Background: an optimization exercise with open tools, aiming at small area and a short achievable clock period. Do not read the settings as production practice.
The RTL was checked by simulation tests, not by an equivalence proof against the original design.
Power and IR drop assume default switching activity.

==> flow/design.v, too long to show whole: its modules and the start of the top module <==
// module IntegratedSystem: 1304 lines
module IntegratedSystem (A, B, C, clk);
  // ...
==> flow/flow/run.sh <==
#!/bin/bash
# Layout flow: the standard flow (standard.sh) with these changes.
#  1. Plain buffers (buf_1) instead of the default delay cells on the ports.
#  2. After the standard synthesis, the netlist is replaced by a gate-level
#     netlist that flow/gen.py writes from the same structure as the RTL
#     (same registers, same names and cell type; the combinational logic is
#     mapped by hand: full adders in one polarity, no stray inverters,
#     a Sklansky adder in alternating AOI/OAI cells).  If the register lists
#     differ, the standard netlist is kept (with fixpol.py's inverter cleanup).
set -e
export BUFFER_PORTS_ARGS="-buffer_cell sky130_fd_sc_hd__buf_1"
WH=$(grep -o 'WORK_HOME=[^ ]*' standard.sh | head -1 | cut -d= -f2)
R=$WH/results/sky130hd/IntegratedSystem/base
bash standard.sh $R/1_2_yosys.v > synth.log 2>&1
cp $R/1_2_yosys.v standard_synth.v
python3 flow/gen.py $(cat flow/gen_args.txt) -o gen_rtl.v --netlist gen_netlist.v > gen.log 2>&1
grep -o '\\[^ ]*\$_DFF_P_' standard_synth.v | sort > regs_standard.txt
grep -o '\\[^ ]*\$_DFF_P_' gen_netlist.v | sort > regs_gen.txt
strip() { grep -v '^\s*//' "$1" | sed 's://.*$::' | grep -v '^\s*$'; }
if cmp -s regs_standard.txt regs_gen.txt && cmp -s <(strip gen_rtl.v) <(strip design.v); then
  echo "using the generated netlist" > netlist_choice.log
  cp gen_netlist.v $R/1_2_yosys.v
else
  echo "using the standard netlist with fixpol" > netlist_choice.log
  python3 flow/fixpol.py $R/1_2_yosys.v > fixpol.log 2>&1
fi
bash standard.sh > standard.log 2>&1
==> flow/flow/fixpol.py <==
#!/usr/bin/env python3
"""Remove inverters around full-adder cells in a Yosys netlist.

A full adder is self-dual: FA(~a, ~b, ~c) = (~sum, ~cout).  Yosys's adder
extraction leaves many inverters between full adders; flipping the polarity
of a full adder (inverting its three inputs and both outputs) removes the
inverters on its pins when that lowers the inverter count.  Registers and
every other cell are left as they are.

usage: fixpol.py NETLIST.v   (rewrites the file in place)
"""
import re
import sys

path = sys.argv[1]
text = open(path).read()

m = re.search(r'^module\s+(\S+)\s*\((.*?)\);', text, re.S | re.M)
head_end = m.end()
endm = text.rindex('endmodule')
body = re.sub(r'\(\*.*?\*\)', '', text[head_end:endm], flags=re.S)

# split body into statements
stmts = []
for st in re.finditer(r'(\(\*.*?\*\)\s*)*([^;]*?;)', body, re.S):
    s = st.group(2).strip()
    if s:
        stmts.append(s)

decls = []
insts = {}      # name -> [type, {pin: net}, order]
order = []
other = []
inst_re = re.compile(r'^(\S+)\s+(\\\S+\s|\S+)\s*\((.*)\)\s*;$', re.S)
for s in stmts:
    if re.match(r'^(input|output|inout|wire|reg)\b', s):
        decls.append(s)
        continue
    if s.startswith('assign'):
        other.append(s)
        continue
    mm = inst_re.match(s)
    if not mm:
        other.append(s)
        continue
    typ, name, conns = mm.group(1), mm.group(2).strip(), mm.group(3)
    pins = {}
    for pm in re.finditer(r'\.(\w+)\s*\(\s*(.*?)\s*\)\s*(,|$)', conns, re.S):
        pins[pm.group(1)] = pm.group(2)
    insts[name] = [typ, pins]
    order.append(name)

OUTPINS = {'X', 'Y', 'Q', 'Q_N', 'SUM', 'COUT', 'HI', 'LO'}
PORTS = set(x.strip() for x in m.group(2).split(','))


def is_inv(n):
    return insts[n][0].startswith('sky130_fd_sc_hd__inv_')


def is_fa(n):
    return insts[n][0].startswith('sky130_fd_sc_hd__fa_')


def build():
    drv, lds = {}, {}
    for n in order:
        if n not in insts:
            continue
        for p, net in insts[n][1].items():
            if not net:
                continue
            if p in OUTPINS:
                drv[net] = (n, p)
            else:
                lds.setdefault(net, []).append((n, p))
    return drv, lds


def base(net):
    return net.split('[')[0].lstrip('\\').strip()


def is_port(net):
    return base(net) in PORTS


cnt = [0]


def new_net():
    cnt[0] += 1
    n = f'_fixpol_n{cnt[0]}_'
    decls.append(f'wire {n};')
    return n


def new_inv(a):
    cnt[0] += 1
    name = f'_fixpol_i{cnt[0]}_'
    y = new_net()
    insts[name] = ['sky130_fd_sc_hd__inv_1', {'A': a, 'Y': y}]
    order.append(name)
    return y


def delta(fa, drv, lds):
    d = 0
    typ, pins = insts[fa]
    for p in ('A', 'B', 'CIN'):
        net = pins[p]
        dv = drv.get(net)
        if dv and is_inv(dv[0]):
            if len(lds.get(net, [])) == 1 and not is_port(net):
                d -= 1
        else:
            if not any(is_inv(i) for i, _ in lds.get(net, [])):
                d += 1
    for p in ('SUM', 'COUT'):
        net = pins.get(p)
        if not net:
            continue
        L = lds.get(net, [])
        if not L:
            continue
        plain = False
        for i, q in L:
            if is_inv(i) and not is_port(insts[i][1]['Y']):
                d -= 1
            else:
                plain = True
        if plain or is_port(net):
            d += 1
    return d


def flip(fa, drv, lds):
    typ, pins = insts[fa]
    for p in ('A', 'B', 'CIN'):
        net = pins[p]
        dv = drv.get(net)
        if dv and is_inv(dv[0]):
            pins[p] = insts[dv[0]][1]['A']
            if len(lds.get(net, [])) == 1 and not is_port(net):
                del insts[dv[0]]
        else:
            invs = [i for i, _ in lds.get(net, []) if is_inv(i)]
            if invs:
                pins[p] = insts[invs[0]][1]['Y']
            else:
                pins[p] = new_inv(net)
    for p in ('SUM', 'COUT'):
        net = pins.get(p)
        if not net:
            continue
        L = lds.get(net, [])
        if not L:
            continue
        plain = []
        for i, q in L:
            if is_inv(i) and not is_port(insts[i][1]['Y']):
                y = insts[i][1]['Y']
                for j, r in lds.get(y, []):
                    insts[j][1][r] = net
                del insts[i]
            else:
                plain.append((i, q))
        if plain:
            y = new_inv(net)
            for i, q in plain:
                insts[i][1][q] = y


before = sum(1 for n in insts if is_inv(n))
flips = 0
for it in range(50):
    changed = False
    for fa in [n for n in order if n in insts and is_fa(n)]:
        if fa not in insts:
            continue
        drv, lds = build()
        if delta(fa, drv, lds) < 0:
            flip(fa, drv, lds)
            flips += 1
            changed = True
    if not changed:
        break
after = sum(1 for n in insts if is_inv(n))

out = [text[:head_end]]
for d in decls:
    out.append('  ' + d)
for n in order:
    if n not in insts:
        continue
    typ, pins = insts[n]
    conn = ',\n'.join(f'    .{p}({v}{" " if v.startswith(chr(92)) else ""})' for p, v in pins.items())
    nm = n if not n.startswith('\\') else n + ' '
    out.append(f'  {typ} {nm} (\n{conn}\n  );')
for s in other:
    out.append('  ' + s)
out.append('endmodule\n')
open(path, 'w').write('\n'.join(out))
print(f'fixpol: {flips} full adders flipped, inverters {before} -> {after}')
==> flow/flow/gen_args.txt <==
--tpp 0.95 --tq 0.35 --ds 0.53 --dc 0.45 --tcut 2.46 --extra 2 --adder sk
==> flow/standard.sh <==
#!/bin/bash
# synth_recipe.tcl (not shown) runs the flow's synth.tcl, then flattens the netlist and writes it again
# the make line also repeats each setting of config.mk as NAME=value (left out here)
make -C /OpenROAD-flow-scripts/flow DESIGN_CONFIG=/design/flow/config.mk WORK_HOME=/design/flow/orfs CLKGATE_MAP_FILE= SYNTH_SCRIPT=/design/flow/synth_recipe.tcl "${@:-finish}"
==> flow/config.mk <==
export PLATFORM = sky130hd
export DESIGN_NAME = IntegratedSystem
export DESIGN_NICKNAME = IntegratedSystem
export VERILOG_FILES = /design/flow/design.v
export SDC_FILE = /design/flow/constraint.sdc
export NUM_CORES = 4
export LEC_CHECK = 0
export CAP_MARGIN = 20
export CORE_MARGIN = 2
export CORE_UTILIZATION = 40
export CTS_BUF_LIST = sky130_fd_sc_hd__clkbuf_8
export CTS_CLUSTER_SIZE = 30
export SETUP_SLACK_MARGIN = 4.0
export SLEW_MARGIN = 20
==> flow/constraint.sdc <==
create_clock -name core_clock -period 6.5 [get_ports {clk}]
set_input_delay 1.3000 -clock core_clock [delete_from_list [all_inputs] [get_ports {clk}]]
set_output_delay 1.3000 -clock core_clock [all_outputs]
set_load 0.01 [all_outputs]
Not shown: flow/flow/gen.py
==> results.rst, run 1 <==
.. list-table::
   :header-rows: 1

   * - Metric
     - Value
   * - Power dissipated in the clock network
     - 660 µW
   * - Switching component of the power
     - ~2300 µW
   * - Kind of path behind the tightest hold check
     - register to register
   * - Final GP Congestion
     - between 0.8 and 0.9
   * - Max clock buf depth
     - 2
   * - Portion of total power attributed to combinational logic
     - between 60% and 70%
   * - Post-synth net total
     - 915
   * - Multi-input combinational gate total
     - 577
   * - Hold Path Depth
     - 1
   * - Worst reg2reg setup slack
     - ~4.1 ns
   * - List of cells traversed by the critical path
     - xnor2_1 -> fa_1 -> fa_1 -> fa_1
   * - # port buffers
     - 63
   * - Req. time, crit path
     - 6.82 ns
   * - Width of the chip
     - 150 µm
   * - WHS
     - approximately 0.44 ns
   * - Num tapcells
     - ~280
   * - Maxcap violations
     - 0
   * - Max Fclk
     - about 410 MHz
   * - Count of yosys warnings during synthesis
     - 1
   * - Multi-input combinational area share
     - between 50 and 60%
   * - Utilization of the core after routing
     - a little under half
   * - Final hold vios
     - 0
   * - Count of antenna diodes in the layout
     - 0
   * - Number of cells in the design after placement
     - 1094
   * - Number of pins with negative max-slew slack in the final report
     - 0
   * - Worst-path cell with the longest stage delay
     - dfxtp_2
   * - Number of clock buffer instances in the layout
     - 18
   * - Combined flip-flop and latch cell area
     - between 2000 and 3000 µm²
   * - Reg2reg end
     - r2[41]$_DFF_P_
   * - Nonclk buf count
     - 70
   * - Met3 Usage GRT
     - 3.78%
   * - Pin count of the biggest net entering global routing
     - 25
   * - Stages on the worst setup path
     - 4
   * - Count of buffering cells on the critical path with inverters included
     - 0
   * - Power consumed by combinational cells
     - between 3000 and 4000 µW
   * - Flip-flop count of the largest register after layout
     - 72
   * - Number of I/O pins
     - 64
   * - Post-cts repair resize count
     - 45
   * - Status
     - complete, no violations
==> inputs of run 2 (changes only) <==
--- a/flow/config.mk
+++ b/flow/config.mk
@@ -10,5 +10,5 @@
 export CORE_UTILIZATION = 40
 export CTS_BUF_LIST = sky130_fd_sc_hd__clkbuf_8
 export CTS_CLUSTER_SIZE = 30
-export SETUP_SLACK_MARGIN = 4.0
+export SETUP_SLACK_MARGIN = 4.1
 export SLEW_MARGIN = 20
==> results.rst, run 2 <==
.. list-table::
   :header-rows: 1

   * - Metric
     - Value
   * - Cell count of the worst reg-to-reg path
     - 5 (was 4)
   * - Worst reg2reg startpoint
     - r1_a[9]$_DFF_P_ (was r1_neg[2]$_DFF_P_)
   * - H-tree depth
     - 4 (unchanged)
   * - Cell area after technology mapping
     - 8470 µm² (unchanged)
   * - Instance area at placement
     - 9060 µm² (was 9080 µm²)
   * - Final Cycle Share
     - 36.1% (was 37.3%)
   * - Min cycle time layout
     - 2.34 ns (was 2.42 ns)
   * - Crit. End Element
     - register (unchanged)
   * - Router iterations before antenna repair
     - 5 (was 6)
   * - Flip-flop count of the largest register after layout
     - 72 (unchanged)
   * - Most frequent cells in the layout
     - xnor2_1 (153), a22oi_1 (122), dfxtp_1 (103), fa_1 (86), buf_1 (63) (was xnor2_1 (153), a22oi_1 (128), dfxtp_1 (106), fa_1 (89), buf_1 (63))
   * - Kind of path behind the tightest hold check
     - register to register (unchanged)
   * - First-pass GRT wire length
     - 31100 µm (was 31400 µm)
   * - Final design area excluding fillers
     - 10200 µm² (was 9760 µm²)
   * - Power density over cell area
     - 562 nW/µm² (was 551 nW/µm²)
   * - Count of yosys warnings during synthesis
     - 1 (unchanged)
   * - Number of cells in the design after placement
     - 1090 (was 1094)
   * - Mean instance size in the synthesized netlist
     - 11.3 µm² (unchanged)
   * - CTS Sinks
     - 143 (unchanged)
   * - Startpoint of the most critical hold path
     - r2[1]$_DFF_P_ (unchanged)
   * - Final setup skew
     - 0.0136 ns (was 0.0178 ns)
   * - Number of pins with negative max-slew slack in the final report
     - 0 (unchanged)
   * - Switching Fraction
     - 43.1% (was 43.4%)
   * - Int Power
     - 3260 µW (was 3040 µW)
   * - Number of buffers added by the clock tree synthesis step
     - 17 (unchanged)
   * - Average vias per placed instance
     - 5.21 (was 5.22)
   * - Cell chosen for the clock root
     - clkbuf_8 (unchanged)
   * - Status
     - complete, no violations (unchanged)
   * - Width of the chip
     - 150 µm (unchanged)
   * - TritonCTS clock tree
     - built (unchanged)
   * - Routed WL
     - 19300 µm (was 19000 µm)
   * - Hold-critical path endpoint
     - C[0]$_DFF_P_ (unchanged)
   * - Number of DRC violations after detailed-routing iteration 0
     - 423 (was 480)
   * - Max Fclk
     - 427 MHz (was 413 MHz)
   * - # port buffers
     - 63 (unchanged)
   * - Fraction of final layout cells with drive strength greater than 1
     - 17.5% (was 11.8%)
   * - Worst reg2reg setup slack
     - 4.16 ns (was 4.08 ns)
   * - Remaining max-slew budget at the tightest pin
     - 67.4% (was 61.9%)
   * - Clock Pin Slew Worst Setup and Hold Paths
     - 0.08 ns (about the same)
   * - Leak Pwr
     - 0.00386 µW (was 0.00365 µW)
   * - # nets final
     - 1040 (was 1004)
   * - Req. time, crit path
     - 6.84 ns (was 6.82 ns)
   * - Slew at the pin closest to its max-slew limit
     - 0.489 ns (was 0.572 ns)
   * - Most common library cell in the layout ignoring fill and taps
     - xnor2_1 (unchanged)
   * - Final total negative setup slack
     - 0 ns (unchanged)
   * - Overflow left after global routing
     - 0 (unchanged)
   * - Largest registers
     - r2 (72), C (31), r1_a (16) (unchanged)
   * - Overall power
     - 5730 µW (was 5380 µW)
   * - Number of global-route vias before repair
     - 6065 (was 6067)
   * - Layout filler cell count
     - 1931 (was 1977)
   * - Detail-routed net length per standard cell
     - 16.6 µm (was 16.8 µm)
   * - Post-synth net total
     - 915 (unchanged)
   * - Relative area change from synthesis to final layout
     - 20.2% (was 15.2%)
   * - Portion of total power attributed to combinational logic
     - 61.4% (was 60.0%)
   * - Die Area
     - 22400 µm² (unchanged)
   * - Hold Path Depth
     - 1 (unchanged)
   * - Number of I/O pins
     - 64 (unchanged)
   * - Launching element of the worst setup path
     - r1_a[9]$_DFF_P_ (was r1_neg[2]$_DFF_P_)
   * - Unrepaired setup endpoints after global routing
     - true (unchanged)
   * - Max clock buf depth
     - 2 (unchanged)
   * - Largest register by flop count
     - r2 (unchanged)
   * - Remaining antenna violation count after routing
     - 0 (unchanged)
   * - Final GP Congestion
     - 0.832 (was 0.825)
   * - Setup violators final
     - 0 (unchanged)
   * - Initial core utilization
     - 40.5% (unchanged)
   * - Flop pwr share
     - 26.0% (was 27.8%)
   * - Post-route non-filler standard cell count
     - 1165 (was 1129)
   * - Synthesized instance count
     - 752 (unchanged)
   * - Detailed-route DRC error count
     - 0 (unchanged)
   * - Power share of the clock group
     - 12.6% (was 12.3%)
   * - Core Box Area
     - 20900 µm² (unchanged)
   * - Switching component of the power
     - 2470 µW (was 2330 µW)
   * - Utilization of the core after routing
     - 48.8% (was 46.7%)
   * - Reg2reg end
     - r2[44]$_DFF_P_ (was r2[41]$_DFF_P_)
   * - CTS Hold Bufs
     - 0 (unchanged)
   * - Pin count of the biggest net entering global routing
     - 19 (was 25)
   * - Maxcap violations
     - 0 (unchanged)
   * - Worst voltage drop across the vdd grid
     - 0.295 mV (was 0.266 mV)
   * - Critical path class
     - register to register (unchanged)
   * - Arr. time, crit path
     - 2.68 ns (was 2.74 ns)
   * - Maximum fanout count along the critical path
     - 16 (was 18)
   * - Detailed placer's ending HPWL
     - 13100 µm (was 13300 µm)
   * - Final hold vios
     - 0 (unchanged)
   * - Count of antenna diodes in the layout
     - 0 (unchanged)
   * - Total vias in the final route
     - 6069 (was 5890)
   * - Clk Latency, worst-skew pair
     - 0.47 ns (was 0.45 ns)
   * - Global Route Usage Sum
     - 18.1% (was 18.2%)
   * - # rows
     - 53 (unchanged)
   * - Antenna violations before repair
     - 0 (unchanged)
   * - Vertical die dimension
     - 150 µm (unchanged)
   * - Kind of start point of the critical path
     - register (unchanged)
run 2: power by group through the flow:
stage | Clock [µW] | Combinational [µW] | Sequential [µW]
2_1_floorplan | 0 | 2090 | 1510
3_3_place_gp | 0 | 2760 | 1520
3_5_place_dp | 0 | 2800 | 1520
4_1_cts | 751 | 2980 | 1500
5_1_grt | 793 | 3990 | 1530
6_report | 723 | 3520 | 1490
run 2: worst max path at each step:
stage	endpoint	slack [ns]	cells after the start
2_1_floorplan	r2[38]$_DFF_P_	4.12	5
3_3_place_gp	C[28]$_DFF_P_	3.69	9
3_5_place_dp	C[28]$_DFF_P_	3.60	9
4_1_cts	C[24]$_DFF_P_	4.10	9
5_1_grt	C[26]$_DFF_P_	4.07	10
6_report	r2[44]$_DFF_P_	4.16	5
run 2: per-stage QoR:
step | setup WS (ns) | hold WS, ns
2_1_floorplan | 4.12 | 0.420
3_3_place_gp | 3.69 | 0.433
3_5_place_dp | 3.60 | 0.430
4_1_cts | 4.10 | 0.449
5_1_grt | 4.07 | 0.456
6_report | 4.16 | 0.445
run 2: area by class of cell:
class	instances	area (µm²)	area share [%]
multi-input combinational	577	5740	56.4
sequential	143	3010	29.5
timing repair buffer	106	558	5.48
tap	275	344	3.38
clock buffer	20	275	2.70
clock inverter	12	133	1.30
inverter	32	123	1.20
run 2: worst max-delay path: stages (launching register included):
cell     delay [ns]
dfxtp_4        0.49
a22oi_1        0.14
xnor2_1        0.22
fa_1           0.49
fa_1           0.42
fa_1           0.46
run 2: repair_timing:
item / 4_1_cts / 5_1_grt
endpoints found under the hold margin: 0 / 0
setup buffers: 7 / 35
gates cloned: 0 / 1
endpoints found under the setup margin: 46 / 29
pin swaps: 3 / 20
gates resized for setup: 72 / 57
run 2: layer usage:
layer  wire length, µm  track usage (%)  part of all wire, %  vias up
li1                  -                -                    -     2861
met1              8350             23.0                   43     2979
met2              9560             30.1                   49      201
met3               999             3.93                  5.2       28
met4               416             7.19                  2.2        0
met5                 0                0                    0        -
==> inputs of run 3 (changes only) <==
--- a/flow/flow/run.sh
+++ b/flow/flow/run.sh
@@ -9,6 +9,7 @@
 #     differ, the standard netlist is kept (with fixpol.py's inverter cleanup).
 set -e
 export BUFFER_PORTS_ARGS="-buffer_cell sky130_fd_sc_hd__buf_1"
+export POST_GLOBAL_ROUTE_TCL=$PWD/flow/recover.tcl
 WH=$(grep -o 'WORK_HOME=[^ ]*' standard.sh | head -1 | cut -d= -f2)
 R=$WH/results/sky130hd/IntegratedSystem/base
 bash standard.sh $R/1_2_yosys.v > synth.log 2>&1
--- a/flow/flow/gen.py
+++ b/flow/flow/gen.py
@@ -488,14 +488,10 @@
         def __init__(self, n, inv=False, const=None):
             self.n, self.inv, self.const = n, inv, const
 
-    invcache = {}
-
     def inv_of(x):
-        if x.n not in invcache:
-            y = nn('iv')
-            cell('inv_1', {'A': x.n, 'Y': y})
-            invcache[x.n] = y
-        return S(invcache[x.n], not x.inv)
+        y = nn('iv')
+        cell('inv_1', {'A': x.n, 'Y': y})
+        return S(y, not x.inv)
 
     def norm(sigs):
         ninv = sum(1 for x in sigs if x.inv)
==> flow/flow/recover.tcl (new file) <==
# After global routing: give back area on paths that have slack beyond the
# setup margin (downsizing within the same cell footprint), keeping the
# margin the flow was asked for.
global_route -start_incremental
repair_timing -recover_power 100 -setup_margin $::env(SETUP_SLACK_MARGIN) -match_cell_footprint -verbose
global_route -end_incremental
report_worst_slack -max
==> results.rst, run 3 <==
.. list-table::
   :header-rows: 1

   * - Metric
     - Value
   * - Die Area
     - 22500 µm² (was 22400 µm²)
   * - Instance area at placement
     - 9110 µm² (was 9060 µm²)
   * - Switching component of the power
     - 2340 µW (was 2470 µW)
   * - Largest registers
     - r2 (72), C (31), r1_a (16) (unchanged)
   * - Int Power
     - 3190 µW (was 3260 µW)
   * - Kind of path behind the tightest hold check
     - register to register (unchanged)
   * - Antenna violations before repair
     - 0 (unchanged)
   * - Status
     - complete, no violations (unchanged)
   * - CTS Sinks
     - 143 (unchanged)
   * - Synthesized instance count
     - 765 (was 752)
   * - Most common library cell in the layout ignoring fill and taps
     - xnor2_1 (unchanged)
   * - Router iterations before antenna repair
     - 7 (was 5)
   * - Cell chosen for the clock root
     - clkbuf_8 (unchanged)
   * - Hold Path Depth
     - 1 (unchanged)
   * - Post-CTS Setup Inserts
     - 3 (was 7)
   * - Total vias in the final route
     - 5972 (was 6069)
   * - Fraction of final layout cells with drive strength greater than 1
     - 12.7% (was 17.5%)
   * - Req. time, crit path
     - 6.84 ns (about the same)
   * - Final GP Congestion
     - 0.803 (was 0.832)
   * - CTS Hold Bufs
     - 0 (unchanged)
   * - Final design area excluding fillers
     - 10000 µm² (was 10200 µm²)
   * - Count of yosys warnings during synthesis
     - 1 (unchanged)
   * - Initial core utilization
     - 40.6% (was 40.5%)
   * - Final total negative setup slack
     - 0 ns (unchanged)
   * - Average vias per placed instance
     - 5.15 (was 5.21)
   * - Setup violators final
     - 0 (unchanged)
   * - Clk Latency, worst-skew pair
     - 0.45 ns (was 0.47 ns)
   * - Final Cycle Share
     - 44.1% (was 36.1%)
   * - Routed WL
     - 19000 µm (was 19300 µm)
   * - Number of buffers added by the clock tree synthesis step
     - 17 (unchanged)
   * - Flip-flop count of the largest register after layout
     - 72 (unchanged)
   * - Power density over cell area
     - 551 nW/µm² (was 562 nW/µm²)
   * - Vertical die dimension
     - 150 µm (about the same)
   * - Post-route non-filler standard cell count
     - 1159 (was 1165)
   * - Clock Pin Slew Worst Setup and Hold Paths
     - 0.08 ns (about the same)
   * - Remaining max-slew budget at the tightest pin
     - 35.1% (was 67.4%)
   * - H-tree depth
     - 4 (unchanged)
   * - # port buffers
     - 63 (unchanged)
   * - Post-cts repair resize count
     - 70 (was 72)
   * - Number of pins with negative max-slew slack in the final report
     - 0 (unchanged)
   * - Count of antenna diodes in the layout
     - 0 (unchanged)
   * - Cell area after technology mapping
     - 8520 µm² (was 8470 µm²)
   * - TritonCTS clock tree
     - built (unchanged)
   * - Number of cells in the design after placement
     - 1103 (was 1090)
   * - # nets final
     - 1034 (was 1040)
   * - Core Box Area
     - 21000 µm² (was 20900 µm²)
   * - Number of I/O pins
     - 64 (unchanged)
   * - Largest register by flop count
     - r2 (unchanged)
   * - Maximum fanout count along the critical path
     - 13 (was 16)
   * - Max clock buf depth
     - 2 (unchanged)
   * - Crit. End Element
     - register (unchanged)
   * - Final setup skew
     - 0.00983 ns (was 0.0136 ns)
   * - Overflow left after global routing
     - 0 (unchanged)
   * - Pin count of the biggest net entering global routing
     - 19 (unchanged)
   * - Detail-routed net length per standard cell
     - 16.4 µm (was 16.6 µm)
   * - Number of DRC violations after detailed-routing iteration 0
     - 328 (was 423)
   * - Power share of the clock group
     - 14.2% (was 12.6%)
   * - Maxcap violations
     - 0 (unchanged)
   * - Post-synth net total
     - 928 (was 915)
   * - Cell count of the worst reg-to-reg path
     - 6 (was 5)
   * - Final hold vios
     - 0 (unchanged)
   * - # rows
     - 53 (unchanged)
   * - First-pass GRT wire length
     - 31300 µm (was 31100 µm)
   * - Global Route Usage Sum
     - 17.9% (was 18.1%)
   * - Switching Fraction
     - 42.4% (was 43.1%)
   * - Most frequent cells in the layout
     - xnor2_1 (154), a22oi_1 (126), dfxtp_1 (105), fa_1 (89), buf_1 (65) (was xnor2_1 (153), a22oi_1 (122), dfxtp_1 (103), fa_1 (86), buf_1 (63))
   * - WHS
     - 0.450 ns (was 0.445 ns)
   * - Relative area change from synthesis to final layout
     - 17.8% (was 20.2%)
   * - Remaining antenna violation count after routing
     - 0 (unchanged)
   * - Arr. time, crit path
     - 3.21 ns (was 2.68 ns)
   * - Flop pwr share
     - 26.9% (was 26.0%)
   * - Kind of start point of the critical path
     - register (unchanged)
   * - Detailed placer's ending HPWL
     - 13000 µm (was 13100 µm)
   * - Worst voltage drop across the vdd grid
     - 0.256 mV (was 0.295 mV)
   * - Max Fclk
     - 349 MHz (was 427 MHz)
   * - Critical path class
     - register to register (unchanged)
   * - Min cycle time layout
     - 2.87 ns (was 2.34 ns)
   * - Number of global-route vias before repair
     - 6034 (was 6065)
   * - Mean instance size in the synthesized netlist
     - 11.1 µm² (was 11.3 µm²)
   * - Leak Pwr
     - 0.00383 µW (was 0.00386 µW)
   * - Portion of total power attributed to combinational logic
     - 59.0% (was 61.4%)
   * - Detailed-route DRC error count
     - 0 (unchanged)
   * - Slew at the pin closest to its max-slew limit
     - 0.972 ns (was 0.489 ns)
   * - Width of the chip
     - 150 µm (about the same)
run 3: cell types whose count changed in the layout (fill, tap and decap cells not counted), sizes merged:
cell,before,now
clkbuf,21,20
bufinv,2,4
buf,105,86
inv,36,49
clkinv,4,3
run 3: worst max-delay path: stages (launching register included):
cell	delay [ns]
dfxtp_1	0.66
buf_1	0.55
a22oi_1	0.20
xnor2_1	0.18
or2_0	0.26
fa_1	0.45
fa_1	0.43
run 3: routing by layer:
layer  share of wire (%)  vias to the layer above  global-route usage, %
met1                  45                     2919                   23.2
met3                 5.7                       23                   4.05
met2                  48                      182                   29.6
met4                 1.4                        0                   5.71
met5                   0                        -                      0
li1                    -                     2848                      -
run 3: final timing paths:
path,start,to,slack [ns]
setup / recovery,r1_a[15]$_DFF_P_,r2[53]$_DFF_P_,3.63
hold / removal,r2[2]$_DFF_P_,C[1]$_DFF_P_,0.45
setup reg to reg,r1_a[15]$_DFF_P_,r2[53]$_DFF_P_,3.63
hold reg to reg,r2[2]$_DFF_P_,C[1]$_DFF_P_,0.45
run 3: cell type report:
class / instances / area (µm²)
timing repair buffer: 87 / 409
fill: 1984 / 10900
clock buffer: 19 / 262
multi-input combinational: 577 / 5660
sequential: 143 / 3000
clock inverter: 13 / 186
tap: 275 / 344
inverter: 45 / 169
run 3: power by group through the flow:
stage / sequential [µW] / clock, µW / combinational, µW
6_report: 1490 / 783 / 3260
2_1_floorplan: 1510 / 0 / 2150
3_3_place_gp: 1520 / 0 / 2800
4_1_cts: 1500 / 810 / 3070
3_5_place_dp: 1520 / 0 / 2850
run 3: per-stage QoR:
step | setup slack (ns) | power, µW | utilization, %
3_5_place_dp | 3.64 | 4370 | 43.5
2_1_floorplan | 4.12 | 3660 | -
3_3_place_gp | 3.70 | 4320 | 43.5
4_1_cts | 4.10 | 5380 | 46.6
6_report | 3.63 | 5530 | 47.9
==> inputs of run 4 (changes only) <==
--- a/flow/flow/run.sh
+++ b/flow/flow/run.sh
@@ -9,7 +9,6 @@
 #     differ, the standard netlist is kept (with fixpol.py's inverter cleanup).
 set -e
 export BUFFER_PORTS_ARGS="-buffer_cell sky130_fd_sc_hd__buf_1"
-export POST_GLOBAL_ROUTE_TCL=$PWD/flow/recover.tcl
 WH=$(grep -o 'WORK_HOME=[^ ]*' standard.sh | head -1 | cut -d= -f2)
 R=$WH/results/sky130hd/IntegratedSystem/base
 bash standard.sh $R/1_2_yosys.v > synth.log 2>&1
--- a/flow/flow/gen.py
+++ b/flow/flow/gen.py
@@ -25,6 +25,9 @@
 ap.add_argument('--extra', type=int, default=1)
 ap.add_argument('--levels2', type=int, default=3)
 ap.add_argument('--netlist', default='')
+ap.add_argument('--pg', default='ha')
+ap.add_argument('--split', type=float, default=0)
+ap.add_argument('--split_skew', type=float, default=0.12)
 ap.add_argument('-o', default='multiplier.v')
 args = ap.parse_args()
 
@@ -214,7 +217,8 @@
 else:
     for t in tl[:args.levels2]:
         cols = dadda_level(cols, t, 2)
-print('stage2 max arrival %.3f' % max(d[1] for c in cols for d in c))
+stage2_max = max(d[1] for c in cols for d in c)
+print('stage2 max arrival %.3f' % stage2_max)
 print('col arrivals', ' '.join('%d:%.2f/%d' % (k, max([d[1] for d in cols[k]] + [0]), len(cols[k])) for k in range(W)))
 if args.extra == 2:
     changed = True
@@ -431,6 +435,8 @@
         assert re.match(r'^[A-Za-z_][A-Za-z0-9_]*$', e), e
         return e
 
+    nsplit = [0]
+    split_ref = stage2_max
     signbits = set()
     for op in ops:
         for d in (op[1:4] if op[0] == 'fa' else op[1:3] if op[0] == 'ha' else []):
@@ -464,6 +470,14 @@
                     cell('or2_1', {'A': net(vs[0][0]), 'B': net(vs[1][0]), 'X': co})
                 continue
             vs.sort(key=lambda d: d[1])
+            tout = vs[2][1] + args.ds
+            if args.split > 0 and tout >= split_ref - args.split and vs[2][1] - vs[1][1] >= args.split_skew and co:
+                x = nn('fx')
+                cell('xor2_1', {'A': net(vs[0][0]), 'B': net(vs[1][0]), 'X': x})
+                cell('xor2_1', {'A': x, 'B': net(vs[2][0]), 'X': s})
+                cell('maj3_1', {'A': net(vs[0][0]), 'B': net(vs[1][0]), 'C': net(vs[2][0]), 'X': co})
+                nsplit[0] += 1
+                continue
             pins = {'A': net(vs[0][0]), 'B': net(vs[1][0]), 'CIN': net(vs[2][0]), 'SUM': s}
             if co:
                 pins['COUT'] = co
@@ -488,10 +502,14 @@
         def __init__(self, n, inv=False, const=None):
             self.n, self.inv, self.const = n, inv, const
 
+    invcache = {}
+
     def inv_of(x):
-        y = nn('iv')
-        cell('inv_1', {'A': x.n, 'Y': y})
-        return S(y, not x.inv)
+        if x.n not in invcache:
+            y = nn('iv')
+            cell('inv_1', {'A': x.n, 'Y': y})
+            invcache[x.n] = y
+        return S(invcache[x.n], not x.inv)
 
     def norm(sigs):
         ninv = sum(1 for x in sigs if x.inv)
@@ -533,6 +551,16 @@
         for k in range(lo, W):
             if yn[k] is None:
                 g.append(S('', const=0)); p.append(S(xn[k]))
+            elif args.pg == 'nand' and k > lo:
+                gk, pk = nn('g'), nn('p')
+                cell('nand2_1', {'A': xn[k], 'B': yn[k], 'Y': gk})
+                cell('xnor2_1', {'A': xn[k], 'B': yn[k], 'Y': pk})
+                g.append(S(gk, True)); p.append(S(pk, True))
+            elif args.pg == 'nand':
+                gk, pk = nn('g'), nn('p')
+                cell('nand2_1', {'A': xn[k], 'B': yn[k], 'Y': gk})
+                cell('xor2_1', {'A': xn[k], 'B': yn[k], 'X': pk})
+                g.append(S(gk, True)); p.append(S(pk))
             else:
                 gk, pk = nn('g'), nn('p')
                 cell('ha_1', {'A': xn[k], 'B': yn[k], 'SUM': pk, 'COUT': gk})
@@ -550,14 +578,15 @@
             d *= 2
         for i in range(n):
             if i == 0:
+                assert not p[0].inv
                 sumn.append(p[0].n)
                 continue
             c = G[i - 1]
             sb = nn('sum')
             if c.const == 0:
-                sumn.append(p[i].n)
+                sumn.append(p[i].n if not p[i].inv else inv_of(p[i]).n)
                 continue
-            if c.inv:
+            if c.inv != p[i].inv:
                 cell('xnor2_1', {'A': p[i].n, 'B': c.n, 'Y': sb})
             else:
                 cell('xor2_1', {'A': p[i].n, 'B': c.n, 'X': sb})
@@ -626,3 +655,4 @@
         o.append(f'  {P_}dfxtp_1 \\{rn}$_DFF_P_  (.CLK(clk), .D({d}), .Q({q}));')
     o.append('endmodule')
     open(args.netlist, 'w').write('\n'.join(o) + '\n')
+    print('split full adders:', nsplit[0])
==> flow/flow/gen_args.txt (replaced) <==
--tpp 0.95 --tq 0.35 --ds 0.53 --dc 0.45 --tcut 2.46 --extra 2 --adder sk --pg nand
--- a/flow/config.mk
+++ b/flow/config.mk
@@ -10,5 +10,5 @@
 export CORE_UTILIZATION = 40
 export CTS_BUF_LIST = sky130_fd_sc_hd__clkbuf_8
 export CTS_CLUSTER_SIZE = 30
-export SETUP_SLACK_MARGIN = 4.1
+export SETUP_SLACK_MARGIN = 4.15
 export SLEW_MARGIN = 20
removed: flow/flow/recover.tcl
==> results.rst, run 4 <==
.. list-table::
   :header-rows: 1

   * - Metric
     - Value
   * - Worst-path cell with the longest stage delay
     - fa_2 (was dfxtp_1)
   * - Leak Pwr
     - 0.00388 µW (was 0.00383 µW)
   * - Total vias in the final route
     - 6253 (was 5972)
   * - TritonCTS clock tree
     - built (unchanged)
   * - Wire length on met2
     - 9790 µm (was 9050 µm)
   * - Final GP Congestion
     - 0.842 (was 0.803)
   * - Initial core utilization
     - 40.6% (about the same)
   * - Status
     - complete, no violations (unchanged)
   * - First-pass GRT wire length
     - 31800 µm (was 31300 µm)
   * - List of cells traversed by the critical path
     - a22oi_1 -> xnor2_1 -> fa_2 -> fa_1 -> fa_1 (was buf_1 -> a22oi_1 -> xnor2_1 -> or2_0 -> fa_1 -> fa_1)
   * - Number of buffers added by the clock tree synthesis step
     - 17 (unchanged)
   * - Instance area at placement
     - 9100 µm² (was 9110 µm²)
   * - Setup violators final
     - 0 (unchanged)
   * - Width of the chip
     - 150 µm (about the same)
   * - Req. time, crit path
     - 6.84 ns (about the same)
   * - Cell area after technology mapping
     - 8480 µm² (was 8520 µm²)
   * - Mean instance size in the synthesized netlist
     - 10.8 µm² (was 11.1 µm²)
   * - Overall power
     - 5960 µW (was 5530 µW)
   * - Detail-routed net length per standard cell
     - 16.0 µm (was 16.4 µm)
   * - Max layer used
     - met4 (unchanged)
   * - Final total negative setup slack
     - 0 ns (unchanged)
   * - Max Fclk
     - 430 MHz (was 349 MHz)
   * - Power density over cell area
     - 573 nW/µm² (was 551 nW/µm²)
   * - Average vias per placed instance
     - 5.17 (was 5.15)
   * - Final setup skew
     - 0.0168 ns (was 0.00983 ns)
   * - Worst reg2reg setup slack
     - 4.17 ns (was 3.63 ns)
   * - Core Box Area
     - 20900 µm² (was 21000 µm²)
   * - Final Cycle Share
     - 35.8% (was 44.1%)
   * - CTS Hold Bufs
     - 0 (unchanged)
   * - Slew at the pin closest to its max-slew limit
     - 0.605 ns (was 0.972 ns)
   * - H-tree depth
     - 4 (unchanged)
   * - Largest registers
     - r2 (72), C (31), r1_a (16) (unchanged)
   * - Kind of path behind the tightest hold check
     - register to register (unchanged)
   * - Clk Latency, worst-skew pair
     - 0.46 ns (was 0.45 ns)
   * - Crit. End Element
     - register (unchanged)
   * - Min cycle time layout
     - 2.33 ns (was 2.87 ns)
   * - Number of global-route vias before repair
     - 6269 (was 6034)
   * - Maxcap violations
     - 0 (unchanged)
   * - Cell chosen for the clock root
     - clkbuf_8 (unchanged)
   * - Placement-stage worst setup slack
     - 3.64 ns (about the same)
   * - Vertical die dimension
     - 150 µm (about the same)
   * - Most used cell along the critical path
     - fa_1 (unchanged)
   * - Number of pins with negative max-slew slack in the final report
     - 0 (unchanged)
   * - Critical Path Max Stage Delay
     - 0.50 ns (was 0.66 ns)
   * - Most common library cell in the layout ignoring fill and taps
     - xnor2_1 (unchanged)
   * - Final hold vios
     - 0 (unchanged)
   * - Most frequent cells in the layout
     - xnor2_1 (168), a22oi_1 (112), dfxtp_1 (101), fa_1 (79), buf_1 (63) (was xnor2_1 (154), a22oi_1 (126), dfxtp_1 (105), fa_1 (89), buf_1 (65))
   * - Remaining max-slew budget at the tightest pin
     - 59.3% (was 35.1%)
   * - Router iterations before antenna repair
     - 6 (was 7)
   * - Cell count of the worst reg-to-reg path
     - 5 (was 6)
   * - Met3 WL post-DR
     - 945 µm (was 1080 µm)
   * - Pin count of the biggest net entering global routing
     - 19 (unchanged)
   * - # rows
     - 53 (unchanged)
   * - WHS
     - 0.459 ns (was 0.450 ns)
   * - Hold Path Depth
     - 1 (unchanged)
   * - Final worst setup slack
     - 4.17 ns (was 3.63 ns)
   * - Synthesized instance count
     - 783 (was 765)
   * - Overflow left after global routing
     - 0 (unchanged)
   * - Antenna violations before repair
     - 0 (unchanged)
   * - Worst voltage drop across the vdd grid
     - 0.314 mV (was 0.256 mV)
   * - Unrepaired setup endpoints after global routing
     - true
   * - Met1 wire length
     - 8160 µm (was 8630 µm)
   * - Detailed placer's ending HPWL
     - 13100 µm (was 13000 µm)
   * - Die Area
     - 22400 µm² (was 22500 µm²)
   * - Remaining antenna violation count after routing
     - 0 (unchanged)
   * - Routed WL
     - 19400 µm (was 19000 µm)
   * - Flip-flop count of the largest register after layout
     - 72 (unchanged)
   * - Global Route Usage Sum
     - 18.3% (was 17.9%)
   * - Largest register by flop count
     - r2 (unchanged)
   * - Relative area change from synthesis to final layout
     - 22.5% (was 17.8%)
   * - # port buffers
     - 63 (unchanged)
   * - Clock Pin Slew Worst Setup and Hold Paths
     - 0.08 ns (about the same)
   * - Post-synth net total
     - 920 (was 928)
   * - # nets final
     - 1059 (was 1034)
   * - Fraction of final layout cells with drive strength greater than 1
     - 21.1% (was 12.7%)
   * - Maximum fanout count along the critical path
     - 11 (was 13)
   * - Detailed-route DRC error count
     - 0 (unchanged)
   * - Arr. time, crit path
     - 2.66 ns (was 3.21 ns)
   * - Critical path class
     - register to register (unchanged)
   * - Number of I/O pins
     - 64 (unchanged)
   * - Count of antenna diodes in the layout
     - 0 (unchanged)
   * - CTS Sinks
     - 143 (unchanged)
   * - Max clock buf depth
     - 2 (unchanged)
   * - Kind of start point of the critical path
     - register (unchanged)
   * - Count of yosys warnings during synthesis
     - 1 (unchanged)
   * - Final design area excluding fillers
     - 10400 µm² (was 10000 µm²)
   * - Number of DRC violations after detailed-routing iteration 0
     - 356 (was 328)
==> run 4: power breakdown <==
group          internal, µW  total, µW  switching, µW
Sequential             1270       1500            230
Combinational          1760       3750           1990
Clock                   344        708            364
Total                  3370       5960           2580
==> run 4: worst paths after layout <==
kind                    start              to
min reg2reg     r2[4]$_DFF_P_    C[3]$_DFF_P_
max reg2reg  r1_a[13]$_DFF_P_  r2[32]$_DFF_P_
min             r2[4]$_DFF_P_    C[3]$_DFF_P_
max          r1_a[13]$_DFF_P_  r2[32]$_DFF_P_
==> run 4: per-stage QoR <==
step                std cells  utilization, %
floorplan                 783               -
global placement         1122            43.6
detailed placement       1122            43.6
CTS                      1177            47.1
global route             1210            49.8
finish                   1210            49.8
==> run 4: what timing repair did <==
action	CTS	global route
cloned	0	0
pin swaps	8	30
setup buffers	23	33
hold endpoints to repair	0	0
gates resized for setup	68	85
setup endpoints to repair	45	31
==> run 4: layer usage <==
| layer | vias up | global-route usage, % |
|---|---|---|
| met5 | - | 0 |
| met3 | 38 | 3.41 |
| met4 | 0 | 6.86 |
| li1 | 2958 | - |
| met1 | 3069 | 23.1 |
| met2 | 188 | 31.2 |
==> run 4: worst max-delay path, delay by kind of cell (launching register included) <==
kind	cells	cell delay, ns
adders and majority gates	3	1.34
DFF	1	0.45
xor gates and xnor gates	1	0.28
AOI/OAI and AO/OA	1	0.13
==> run 4: layout make-up <==
cell class                 count  area (µm²)
multi-input combinational    603        5820
inverter                      37         139
timing repair buffer         120         684
clock buffer                  17         234
fill                        1926       10500
sequential                   143        3020
clock inverter                15         159
tap                          275         344
==> inputs of run 5 (changes only) <==
--- a/flow/config.mk
+++ b/flow/config.mk
@@ -10,5 +10,5 @@
 export CORE_UTILIZATION = 40
 export CTS_BUF_LIST = sky130_fd_sc_hd__clkbuf_8
 export CTS_CLUSTER_SIZE = 30
-export SETUP_SLACK_MARGIN = 4.15
+export SETUP_SLACK_MARGIN = 4.1
 export SLEW_MARGIN = 20
==> results.rst, run 5 <==
.. list-table::
   :header-rows: 1

   * - Metric
     - Value
   * - Clock Pin Slew Worst Setup and Hold Paths
     - 0.08 ns (about the same)
   * - Number of cells in the design after placement
     - 1122 (unchanged)
   * - Post-route non-filler standard cell count
     - 1210 (unchanged)
   * - Detail-routed net length per standard cell
     - 16.5 µm (was 16.0 µm)
   * - Cell area after technology mapping
     - 8480 µm² (unchanged)
   * - Power density over cell area
     - 555 nW/µm² (was 573 nW/µm²)
   * - Largest registers
     - r2 (72), C (31), r1_a (16) (unchanged)
   * - Leak Pwr
     - 0.00384 µW (was 0.00388 µW)
   * - Post-synth net total
     - 920 (unchanged)
   * - Most frequent cells in the layout
     - xnor2_1 (173), a22oi_1 (124), dfxtp_1 (103), fa_1 (86), buf_1 (63) (was xnor2_1 (168), a22oi_1 (112), dfxtp_1 (101), fa_1 (79), buf_1 (63))
   * - Global Route Usage Sum
     - 18.5% (was 18.3%)
   * - Status
     - complete, no violations (unchanged)
   * - Crit. End Element
     - register (unchanged)
   * - Synthesized instance count
     - 783 (unchanged)
   * - Largest register by flop count
     - r2 (unchanged)
   * - Worst voltage drop across the vdd grid
     - 0.335 mV (was 0.314 mV)
   * - Number of pins with negative max-slew slack in the final report
     - 0 (unchanged)
   * - Power share of the clock group
     - 11.7% (was 11.9%)
   * - Portion of total power attributed to combinational logic
     - 61.8% (was 62.9%)
   * - Remaining antenna violation count after routing
     - 0 (unchanged)
   * - Mean instance size in the synthesized netlist
     - 10.8 µm² (unchanged)
   * - Count of yosys warnings during synthesis
     - 1 (unchanged)
   * - Setup violators final
     - 0 (unchanged)
   * - Arr. time, crit path
     - 2.70 ns (was 2.66 ns)
   * - TritonCTS clock tree
     - built (unchanged)
   * - Unrepaired setup endpoints after global routing
     - true (unchanged)
   * - Final hold vios
     - 0 (unchanged)
   * - Critical path class
     - register to register (unchanged)
   * - Int Power
     - 3230 µW (was 3370 µW)
   * - Utilization of the core after routing
     - 49.1% (was 49.8%)
   * - Overflow left after global routing
     - 0 (unchanged)
   * - Min cycle time layout
     - 2.39 ns (was 2.33 ns)
   * - Final GP Congestion
     - 0.816 (was 0.842)
   * - Switching component of the power
     - 2460 µW (was 2580 µW)
   * - # nets final
     - 1059 (unchanged)
   * - Placement-stage worst setup slack
     - 3.64 ns (about the same)
   * - Width of the chip
     - 150 µm (unchanged)
   * - Kind of path behind the tightest hold check
     - register to register (unchanged)
   * - Number of buffers added by the clock tree synthesis step
     - 17 (unchanged)
   * - Die Area
     - 22400 µm² (unchanged)
   * - Slew at the pin closest to its max-slew limit
     - 0.572 ns (was 0.605 ns)
   * - Pin count of the biggest net entering global routing
     - 19 (unchanged)
   * - Final Cycle Share
     - 36.7% (was 35.8%)
   * - Flip-flop count of the largest register after layout
     - 72 (unchanged)
   * - Worst reg2reg startpoint
     - r1_a[11]$_DFF_P_ (was r1_a[13]$_DFF_P_)
   * - Req. time, crit path
     - 6.82 ns (was 6.84 ns)
   * - Detailed placer's ending HPWL
     - 13300 µm (was 13100 µm)
   * - Kind of start point of the critical path
     - register (unchanged)
   * - Antenna violations before repair
     - 0 (unchanged)
   * - Total vias in the final route
     - 6196 (was 6253)
   * - Remaining max-slew budget at the tightest pin
     - 61.5% (was 59.3%)
   * - Switching Fraction
     - 43.3% (was 43.4%)
   * - Max Fclk
     - 419 MHz (was 430 MHz)
   * - Count of antenna diodes in the layout
     - 0 (unchanged)
   * - Clk Latency, worst-skew pair
     - 0.45 ns (was 0.46 ns)
   * - Flop pwr share
     - 26.5% (was 25.2%)
   * - Router iterations before antenna repair
     - 5 (was 6)
   * - Final worst setup slack
     - 4.11 ns (was 4.17 ns)
   * - Number of DRC violations after detailed-routing iteration 0
     - 473 (was 356)
   * - Relative area change from synthesis to final layout
     - 20.8% (was 22.5%)
   * - Initial core utilization
     - 40.6% (unchanged)
   * - Fraction of final layout cells with drive strength greater than 1
     - 17.5% (was 21.1%)
   * - Average vias per placed instance
     - 5.12 (was 5.17)
   * - Final setup skew
     - 0.0165 ns (was 0.0168 ns)
   * - Core Box Area
     - 20900 µm² (unchanged)
   * - Detailed-route DRC error count
     - 0 (unchanged)
   * - Cell chosen for the clock root
     - clkbuf_8 (unchanged)
   * - Routed WL
     - 20000 µm (was 19400 µm)
   * - Maximum fanout count along the critical path
     - 9 (was 11)
   * - Launching element of the worst setup path
     - r1_a[11]$_DFF_P_ (was r1_a[13]$_DFF_P_)
   * - # rows
     - 53 (unchanged)
   * - Max clock buf depth
     - 2 (unchanged)
   * - First-pass GRT wire length
     - 31900 µm (was 31800 µm)
   * - Final total negative setup slack
     - 0 ns (unchanged)
   * - Startpoint of the most critical hold path
     - r2[0]$_DFF_P_ (was r2[4]$_DFF_P_)
   * - Number of global-route vias before repair
     - 6211 (was 6269)
   * - Number of I/O pins
     - 64 (unchanged)
   * - Vertical die dimension
     - 150 µm (unchanged)
   * - H-tree depth
     - 4 (unchanged)
   * - CTS Sinks
     - 143 (unchanged)
   * - Most common library cell in the layout ignoring fill and taps
     - xnor2_1 (unchanged)
   * - # port buffers
     - 63 (unchanged)
   * - Maxcap violations
     - 0 (unchanged)
[run 5: what timing repair did]
item	CTS	global route
gates resized for setup	71	50
hold buffers	0	0
pin swaps	0	17
endpoints found under the setup margin	48	26
gates cloned	0	0
buffers inserted	5	51
[run 5: area by class of cell]
class                      count  area, µm²
timing repair buffer         120        693
fill                        1984      10600
sequential                   143       3010
clock inverter                13        115
multi-input combinational    603       5690
tap                          275        344
inverter                      37        139
clock buffer                  19        262
[run 5: worst max-delay path, cell delays in order (launching register included)]
cell,delay (ns)
dfxtp_4,0.39
clkbuf_4,0.20
a22oi_1,0.22
xnor2_1,0.16
fa_1,0.47
fa_1,0.39
fa_1,0.41
[run 5: worst paths after layout]
check	to	slack (ns)	depth (start not counted)
setup / recovery	r2[56]$_DFF_P_	4.11	6
hold / removal	C[0]$_DFF_P_	0.46	1
setup reg to reg	r2[56]$_DFF_P_	4.11	6
hold reg to reg	C[0]$_DFF_P_	0.46	1
[run 5: power groups by stage]
stage,sequential [µW],combinational (µW),clock (µW)
after floorplan,1530,2210,0
after global placement,1540,2850,0
after detailed placement,1550,2890,0
after CTS,1530,3050,696
after global routing,1550,3990,736
final,1510,3510,668
[run 5: layer usage]
layer | track usage [%] | wire (µm) | vias up
li1 | - | - | 2953
met3 | 3.78 | 1190 | 37
met5 | 0 | 0 | -
met4 | 7.86 | 575 | 0
met1 | 24.0 | 8540 | 2997
met2 | 30.2 | 9660 | 209
[run 5: through the flow]
stage | cell area, µm² | hold slack (ns) | total power (µW)
global placement | 9090 | 0.438 | 4390
floorplan | 8500 | 0.428 | 3740
CTS | 9670 | 0.456 | 5270
finish | 10200 | 0.457 | 5690
global route | 10200 | 0.473 | 6280
detailed placement | 9090 | 0.443 | 4440
==> inputs of run 6 (changes only) <==
--- a/flow/flow/gen.py
+++ b/flow/flow/gen.py
@@ -28,6 +28,7 @@
 ap.add_argument('--pg', default='ha')
 ap.add_argument('--split', type=float, default=0)
 ap.add_argument('--split_skew', type=float, default=0.12)
+ap.add_argument('--jside', type=int, default=0)
 ap.add_argument('-o', default='multiplier.v')
 args = ap.parse_args()
 
@@ -521,7 +522,12 @@
             return gi
         if gi.const == 0:
             return and2(pi, gj)
-        (gi, pi, gj), inv = norm([gi, pi, gj])
+        if args.jside and gi.inv == pi.inv:
+            if gj.inv != gi.inv:
+                gj = inv_of(gj)
+            inv = gi.inv
+        else:
+            (gi, pi, gj), inv = norm([gi, pi, gj])
         y = nn('pg')
         if not inv:
             cell('a21oi_1', {'A1': pi.n, 'A2': gj.n, 'B1': gi.n, 'Y': y})
@@ -532,7 +538,12 @@
     def and2(a, b):
         if a.const == 0 or b.const == 0:
             return S('', const=0)
-        (a, b), inv = norm([a, b])
+        if args.jside:
+            if b.inv != a.inv:
+                b = inv_of(b)
+            inv = a.inv
+        else:
+            (a, b), inv = norm([a, b])
         y = nn('pp2')
         if not inv:
             cell('nand2_1', {'A': a.n, 'B': b.n, 'Y': y})
==> flow/flow/gen_args.txt (replaced) <==
--tpp 0.95 --tq 0.35 --ds 0.53 --dc 0.45 --tcut 2.46 --extra 2 --adder sk --jside 1
==> results.rst, run 6 <==
.. list-table::
   :header-rows: 1

   * - Metric
     - Value
   * - Die Area
     - 22300 µm² (was 22400 µm²)
   * - Detailed-route DRC error count
     - 0 (unchanged)
   * - Cell area after technology mapping
     - 8450 µm² (was 8480 µm²)
   * - Worst voltage drop across the vdd grid
     - 0.271 mV (was 0.335 mV)
   * - Number of buffers added by the clock tree synthesis step
     - 17 (unchanged)
   * - Number of I/O pins
     - 64 (unchanged)
   * - Routed WL
     - 20000 µm (about the same)
   * - Max clock buf depth
     - 2 (unchanged)
   * - Count of buffering cells on the critical path with inverters included
     - 1 (unchanged)
   * - Most frequent cells in the layout
     - xnor2_1 (154), a22oi_1 (121), dfxtp_1 (104), fa_1 (88), buf_1 (63) (was xnor2_1 (173), a22oi_1 (124), dfxtp_1 (103), fa_1 (86), buf_1 (63))
   * - Cell count of the worst reg-to-reg path
     - 6 (unchanged)
   * - Kind of path behind the tightest hold check
     - register to register (unchanged)
   * - Maximum fanout count along the critical path
     - 13 (was 9)
   * - Count of antenna diodes in the layout
     - 0 (unchanged)
   * - First-pass GRT wire length
     - 32100 µm (was 31900 µm)
   * - Pin count of the biggest net entering global routing
     - 19 (unchanged)
   * - Fraction of final layout cells with drive strength greater than 1
     - 16.5% (was 17.5%)
   * - Global Route Usage Sum
     - 18.7% (was 18.5%)
   * - Router iterations before antenna repair
     - 5 (unchanged)
   * - Hold Path Depth
     - 1 (unchanged)
   * - # rows
     - 53 (unchanged)
   * - Worst-path cell with the longest stage delay
     - fa_1 (unchanged)
   * - Kind of cell with the highest combined delay on the critical path
     - adder cells (unchanged)
   * - Unrepaired setup endpoints after global routing
     - true (unchanged)
   * - # nets final
     - 1034 (was 1059)
   * - CTS Hold Bufs
     - 0 (unchanged)
   * - Remaining max-slew budget at the tightest pin
     - 71.9% (was 61.5%)
   * - List of cells traversed by the critical path
     - buf_4 -> a22oi_1 -> xnor2_1 -> fa_1 -> fa_1 -> fa_1 (was clkbuf_4 -> a22oi_1 -> xnor2_1 -> fa_1 -> fa_1 -> fa_1)
   * - # port buffers
     - 63 (unchanged)
   * - Mean instance size in the synthesized netlist
     - 11.3 µm² (was 10.8 µm²)
   * - Overflow left after global routing
     - 0 (unchanged)
   * - H-tree depth
     - 4 (unchanged)
   * - Post-synth net total
     - 910 (was 920)
   * - Critical path class
     - register to register (unchanged)
   * - Most used cell along the critical path
     - fa_1 (unchanged)
   * - Max Fclk
     - 420 MHz (was 419 MHz)
   * - Initial core utilization
     - 40.5% (was 40.6%)
   * - Vertical die dimension
     - 149 µm (was 150 µm)
   * - Average vias per placed instance
     - 5.24 (was 5.12)
   * - Maxcap violations
     - 0 (unchanged)
   * - Arr. time, crit path
     - 2.71 ns (was 2.70 ns)
   * - Leak Pwr
     - 0.00377 µW (was 0.00384 µW)
   * - Final Cycle Share
     - 36.6% (was 36.7%)
   * - Largest register by flop count
     - r2 (unchanged)
   * - Kind of start point of the critical path
     - register (unchanged)
   * - Final GP Congestion
     - 0.816 (about the same)
   * - Total vias in the final route
     - 6068 (was 6196)
   * - Critical Path Max Stage Delay
     - 0.50 ns (was 0.47 ns)
   * - Crit. End Element
     - register (unchanged)
   * - Synthesized instance count
     - 747 (was 783)
   * - CTS Sinks
     - 143 (unchanged)
   * - Final total negative setup slack
     - 0 ns (unchanged)
   * - Width of the chip
     - 149 µm (was 150 µm)
   * - Layout filler cell count
     - 1961 (was 1984)
   * - Number of global-route vias before repair
     - 6225 (was 6211)
   * - TritonCTS clock tree
     - built (unchanged)
   * - Setup violators final
     - 0 (unchanged)
   * - Utilization of the core after routing
     - 48.3% (was 49.1%)
   * - Count of yosys warnings during synthesis
     - 1 (unchanged)
   * - Detailed placer's ending HPWL
     - 13400 µm (was 13300 µm)
   * - Clk Latency, worst-skew pair
     - 0.45 ns (about the same)
   * - Power density over cell area
     - 545 nW/µm² (was 555 nW/µm²)
   * - Final hold vios
     - 0 (unchanged)
   * - Flip-flop count of the largest register after layout
     - 72 (unchanged)
   * - Largest registers
     - r2 (72), C (31), r1_a (16) (unchanged)
   * - Stages on the worst setup path
     - 6 (unchanged)
   * - Relative area change from synthesis to final layout
     - 19.3% (was 20.8%)
   * - Slew at the pin closest to its max-slew limit
     - 0.422 ns (was 0.572 ns)
   * - Most common library cell in the layout ignoring fill and taps
     - xnor2_1 (unchanged)
   * - Number of DRC violations after detailed-routing iteration 0
     - 456 (was 473)
   * - Antenna violations before repair
     - 0 (unchanged)
   * - Remaining antenna violation count after routing
     - 0 (unchanged)
   * - Min cycle time layout
     - 2.38 ns (was 2.39 ns)
   * - Number of pins with negative max-slew slack in the final report
     - 0 (unchanged)
   * - Core Box Area
     - 20900 µm² (unchanged)
   * - Detail-routed net length per standard cell
     - 17.3 µm (was 16.5 µm)
   * - Final setup skew
     - 0.0142 ns (was 0.0165 ns)
   * - Status
     - complete, no violations (unchanged)
   * - Req. time, crit path
     - 6.83 ns (was 6.82 ns)
   * - Cell chosen for the clock root
     - clkbuf_8 (unchanged)
   * - Clock Pin Slew Worst Setup and Hold Paths
     - 0.08 ns (about the same)
[run 6: worst paths after layout]
| kind | start | endpoint | slack (ns) |
|---|---|---|---|
| setup / recovery | r1_a[11]$_DFF_P_ | r2[32]$_DFF_P_ | 4.12 |
| hold / removal | r2[1]$_DFF_P_ | C[0]$_DFF_P_ | 0.45 |
| setup reg to reg | r1_a[11]$_DFF_P_ | r2[32]$_DFF_P_ | 4.12 |
| hold reg to reg | r2[1]$_DFF_P_ | C[0]$_DFF_P_ | 0.45 |
[run 6: what timing repair did]
item,in CTS,in global routing
gates resized for setup,69,45
pin swaps,2,13
endpoints found under the setup margin,47,31
buffers inserted,3,38
[run 6: cell type report]
| type | count | area, µm² | area share [%] |
|---|---|---|---|
| sequential | 143 | 3010 | 29.8 |
| tap | 275 | 344 | 3.41 |
| clock buffer | 18 | 248 | 2.46 |
| multi-input combinational | 577 | 5680 | 56.3 |
| inverter | 27 | 104 | 1.03 |
| timing repair buffer | 105 | 566 | 5.61 |
| clock inverter | 14 | 133 | 1.32 |
[run 6: metrics by stage]
step | std cells | setup slack, ns | power, µW | cell area (µm²) | hold WS, ns
3_3_place_gp | 1086 | 3.62 | 4300 | 9050 | 0.429
3_5_place_dp | 1086 | 3.63 | 4360 | 9050 | 0.434
5_1_grt | 1159 | 4.05 | 6090 | 10100 | 0.469
2_1_floorplan | 747 | 4.12 | 3610 | 8470 | 0.420
4_1_cts | 1121 | 4.09 | 5170 | 9590 | 0.453
6_report | 1159 | 4.12 | 5500 | 10100 | 0.446
[run 6: where the power goes]
part / leakage [µW] / internal (µW) / switching [µW]
registers: 0.00122 / 1270 / 221
clock network: 0.000180 / 318 / 361
logic: 0.00237 / 1510 / 1820
total: 0.00377 / 3100 / 2400
[run 6: metal layers]
metal / vias up / track usage [%] / part of all wire (%)
met5: - / 0 / 0
met4: 0 / 8.62 / 3.2
met3: 38 / 3.46 / 5.3
met2: 207 / 31.2 / 50
met1: 2967 / 23.6 / 42
li1: 2856 / - / -
==> inputs of run 7 (changes only) <==
==> flow/flow/gen_args.txt (replaced) <==
--tpp 0.95 --tq 0.35 --ds 0.53 --dc 0.45 --tcut 2.46 --extra 2 --adder sk
--- a/flow/config.mk
+++ b/flow/config.mk
@@ -7,7 +7,7 @@
 export LEC_CHECK = 0
 export CAP_MARGIN = 20
 export CORE_MARGIN = 2
-export CORE_UTILIZATION = 40
+export CORE_UTILIZATION = 60
 export CTS_BUF_LIST = sky130_fd_sc_hd__clkbuf_8
 export CTS_CLUSTER_SIZE = 30
 export SETUP_SLACK_MARGIN = 4.1
==> results.rst, run 7 <==
.. list-table::
   :header-rows: 1

   * - Metric
     - Value
   * - Most used cell along the critical path
     - fa_1 (unchanged)
   * - Cell area after technology mapping
     - 8470 µm² (was 8450 µm²)
   * - Number of DRC violations after detailed-routing iteration 0
     - 565 (was 456)
   * - TritonCTS clock tree
     - built (unchanged)
   * - Utilization of the core after routing
     - 71.7% (was 48.3%)
   * - # rows
     - 43 (was 53)
   * - Placement-stage worst setup slack
     - 3.46 ns (was 3.63 ns)
   * - Count of antenna diodes in the layout
     - 0 (unchanged)
   * - Most frequent cells in the layout
     - xnor2_1 (153), a22oi_1 (120), dfxtp_1 (103), fa_1 (89), buf_1 (63) (was xnor2_1 (154), a22oi_1 (121), dfxtp_1 (104), fa_1 (88), buf_1 (63))
   * - Synthesized instance count
     - 752 (was 747)
   * - Final GP Congestion
     - 0.934 (was 0.816)
   * - Largest registers
     - r2 (72), C (31), r1_a (16) (unchanged)
   * - Routed WL
     - 19400 µm (was 20000 µm)
   * - Core Box Area
     - 13800 µm² (was 20900 µm²)
   * - Flip-flop count of the largest register after layout
     - 72 (unchanged)
   * - Req. time, crit path
     - 6.83 ns (about the same)
   * - Remaining max-slew budget at the tightest pin
     - 63.1% (was 71.9%)
   * - Vertical die dimension
     - 123 µm (was 149 µm)
   * - Instance area at placement
     - 8950 µm² (was 9050 µm²)
   * - Final design area excluding fillers
     - 9910 µm² (was 10100 µm²)
   * - Overflow left after global routing
     - 0 (unchanged)
   * - Arr. time, crit path
     - 2.71 ns (about the same)
   * - Fraction of final layout cells with drive strength greater than 1
     - 15.7% (was 16.5%)
   * - Cell count of the worst reg-to-reg path
     - 5 (was 6)
   * - Crit. End Element
     - register (unchanged)
   * - Relative area change from synthesis to final layout
     - 17.0% (was 19.3%)
   * - # nets final
     - 1029 (was 1034)
   * - Final setup skew
     - 0.0125 ns (was 0.0142 ns)
   * - Setup violators final
     - 0 (unchanged)
   * - Worst voltage drop across the vdd grid
     - 0.304 mV (was 0.271 mV)
   * - Hold Path Depth
     - 1 (unchanged)
   * - CTS Hold Bufs
     - 0 (unchanged)
   * - Final hold vios
     - 0 (unchanged)
   * - Maximum fanout count along the critical path
     - 16 (was 13)
   * - Slew at the pin closest to its max-slew limit
     - 0.554 ns (was 0.422 ns)
   * - Max clock buf depth
     - 2 (unchanged)
   * - CTS Sinks
     - 143 (unchanged)
   * - Detailed placer's ending HPWL
     - 13500 µm (was 13400 µm)
   * - Pin count of the biggest net entering global routing
     - 25 (was 19)
   * - Post-synth net total
     - 915 (was 910)
   * - Kind of start point of the critical path
     - register (unchanged)
   * - Number of pins with negative max-slew slack in the final report
     - 0 (unchanged)
   * - Largest register by flop count
     - r2 (unchanged)
   * - Global Route Usage Sum
     - 26.8% (was 18.7%)
   * - Detailed-route DRC error count
     - 0 (unchanged)
   * - Clock Pin Slew Worst Setup and Hold Paths
     - 0.09 ns (was 0.08 ns)
   * - Mean instance size in the synthesized netlist
     - 11.3 µm² (about the same)
   * - Number of buffers added by the clock tree synthesis step
     - 17 (unchanged)
   * - Remaining antenna violation count after routing
     - 0 (unchanged)
   * - Average vias per placed instance
     - 5.81 (was 5.24)
   * - Number of global-route vias before repair
     - 6225 (unchanged)
   * - Unrepaired setup endpoints after global routing
     - true (unchanged)
   * - Total vias in the final route
     - 6147 (was 6068)
   * - Most common library cell in the layout ignoring fill and taps
     - xnor2_1 (unchanged)
   * - Initial core utilization
     - 61.3% (was 40.5%)
   * - Status
     - complete, no violations (unchanged)
   * - Maxcap violations
     - 0 (unchanged)
   * - Kind of path behind the tightest hold check
     - register to register (unchanged)
   * - Layout filler cell count
     - 1045 (was 1961)
   * - Number of I/O pins
     - 64 (unchanged)
   * - First-pass GRT wire length
     - 30800 µm (was 32100 µm)
   * - Cell chosen for the clock root
     - clkbuf_8 (unchanged)
   * - Final worst setup slack
     - 4.13 ns (was 4.12 ns)
   * - Width of the chip
     - 123 µm (was 149 µm)
   * - Detail-routed net length per standard cell
     - 18.4 µm (was 17.3 µm)
   * - Die Area
     - 15100 µm² (was 22300 µm²)
   * - Final total negative setup slack
     - 0 ns (unchanged)
   * - Clk Latency, worst-skew pair
     - 0.46 ns (was 0.45 ns)
   * - List of cells traversed by the critical path
     - a22oi_1 -> xnor2_1 -> fa_1 -> fa_1 -> fa_1 (was buf_4 -> a22oi_1 -> xnor2_1 -> fa_1 -> fa_1 -> fa_1)
   * - Count of yosys warnings during synthesis
     - 1 (unchanged)
   * - Overall power
     - 5560 µW (was 5500 µW)
   * - Min cycle time layout
     - 2.37 ns (was 2.38 ns)
   * - Final Cycle Share
     - 36.5% (was 36.6%)
   * - Critical Path Max Stage Delay
     - 0.50 ns (about the same)
   * - Router iterations before antenna repair
     - 6 (was 5)
   * - Critical path class
     - register to register (unchanged)
   * - Power density over cell area
     - 561 nW/µm² (was 545 nW/µm²)
   * - Antenna violations before repair
     - 0 (unchanged)
   * - Worst-path cell with the longest stage delay
     - fa_1 (unchanged)
   * - # port buffers
     - 63 (unchanged)
   * - H-tree depth
     - 4 (unchanged)
   * - Max Fclk
     - 421 MHz (was 420 MHz)
   * - Leak Pwr
     - 0.00378 µW (was 0.00377 µW)
==> run 7: routing by layer <==
metal / part of all wire, % / GRT usage [%]
met2: 47 / 40.9
met5: 0 / 0
met3: 6.8 / 7.48
met4: 1.6 / 10.9
met1: 44 / 36.1
==> run 7: final timing paths <==
| kind | start | endpoint | slack [ns] |
|---|---|---|---|
| worst max-delay path | r1_a[13]$_DFF_P_ | r2[35]$_DFF_P_ | 4.13 |
| worst min-delay path | r2[2]$_DFF_P_ | C[1]$_DFF_P_ | 0.46 |
| worst max register to register | r1_a[13]$_DFF_P_ | r2[35]$_DFF_P_ | 4.13 |
| worst min register to register | r2[2]$_DFF_P_ | C[1]$_DFF_P_ | 0.46 |
==> run 7: power by group <==
group | internal (µW) | switching, µW | total (µW)
combinational | 1510 | 1870 | 3380
clock | 314 | 369 | 683
sequential | 1270 | 222 | 1490
==> run 7: critical path, delay by kind of cell, from the launching register on <==
kind	cells	cell delay, ns
AO/OA/AOI/OAI	1	0.26
adder cells (fa/ha/maj)	3	1.44
XOR/XNOR	1	0.14
flip-flops	1	0.41
==> run 7: metrics by stage <==
stage,instances,hold slack (ns)
3_5_place_dp,995,0.435
6_report,1058,0.459
5_1_grt,1058,0.483
4_1_cts,1028,0.465
3_3_place_gp,995,0.432
2_1_floorplan,752,0.420
==> run 7: area by class of cell <==
cell class / instances / area, µm² / area share (%)
Multi-Input combinational cell: 577 / 5700 / 57.5
Sequential cell: 143 / 3010 / 30.4
Timing Repair Buffer: 95 / 478 / 4.82
Clock buffer: 17 / 234 / 2.36
Tap cell: 180 / 225 / 2.27
Clock inverter: 14 / 148 / 1.49
Inverter: 32 / 120 / 1.21
==> run 7: repair_timing <==
action                     CTS  global route
setup endpoints to repair   45            30
hold endpoints to repair     0             0
pin swaps                    2             9
buffers inserted             2            30
gates resized for setup     75            41

-- port drivers added, routing unchanged --
The flow's constraints put no driver on any port. The routed layouts listed below were extracted and timed again, unchanged, in two steps. Step 1 sets driving cells, clkbuf_16 on the clock port and buf_2 on the other inputs (assumed; they add their load-dependent delay and slew). Step 2 adds t to the input delays and takes it off the output delays; t is the mean of the earliest and latest rising clock arrival at the registers after step 1. Input paths then give back, and output paths get back, about the clock's delay inside the block. Slacks: no drivers / after step 1 / after step 2; pairs: no drivers / after step 1.
run | t, ns | slack for setup (ns) | worst setup path after step 2 | cell pins on the clock port's net
run 1 | 0.483 | 4.078 / 4.078 / 4.078 | register to register | 1
run 2 | 0.502 | 4.156 / 4.156 / 4.156 | register to register | 1
run 3 | 0.490 | 3.634 / 3.634 / 3.634 | register to register | 1
run 4 | 0.493 | 4.173 / 4.173 / 4.173 | register to register | 1
run 5 | 0.482 | 4.114 / 4.114 / 4.114 | register to register | 1
run 6 | 0.488 | 4.118 / 4.118 / 4.118 | register to register | 1
run 7 | 0.491 | 4.127 / 4.127 / 4.127 | register to register | 1
After both steps every run listed still meets setup and hold.
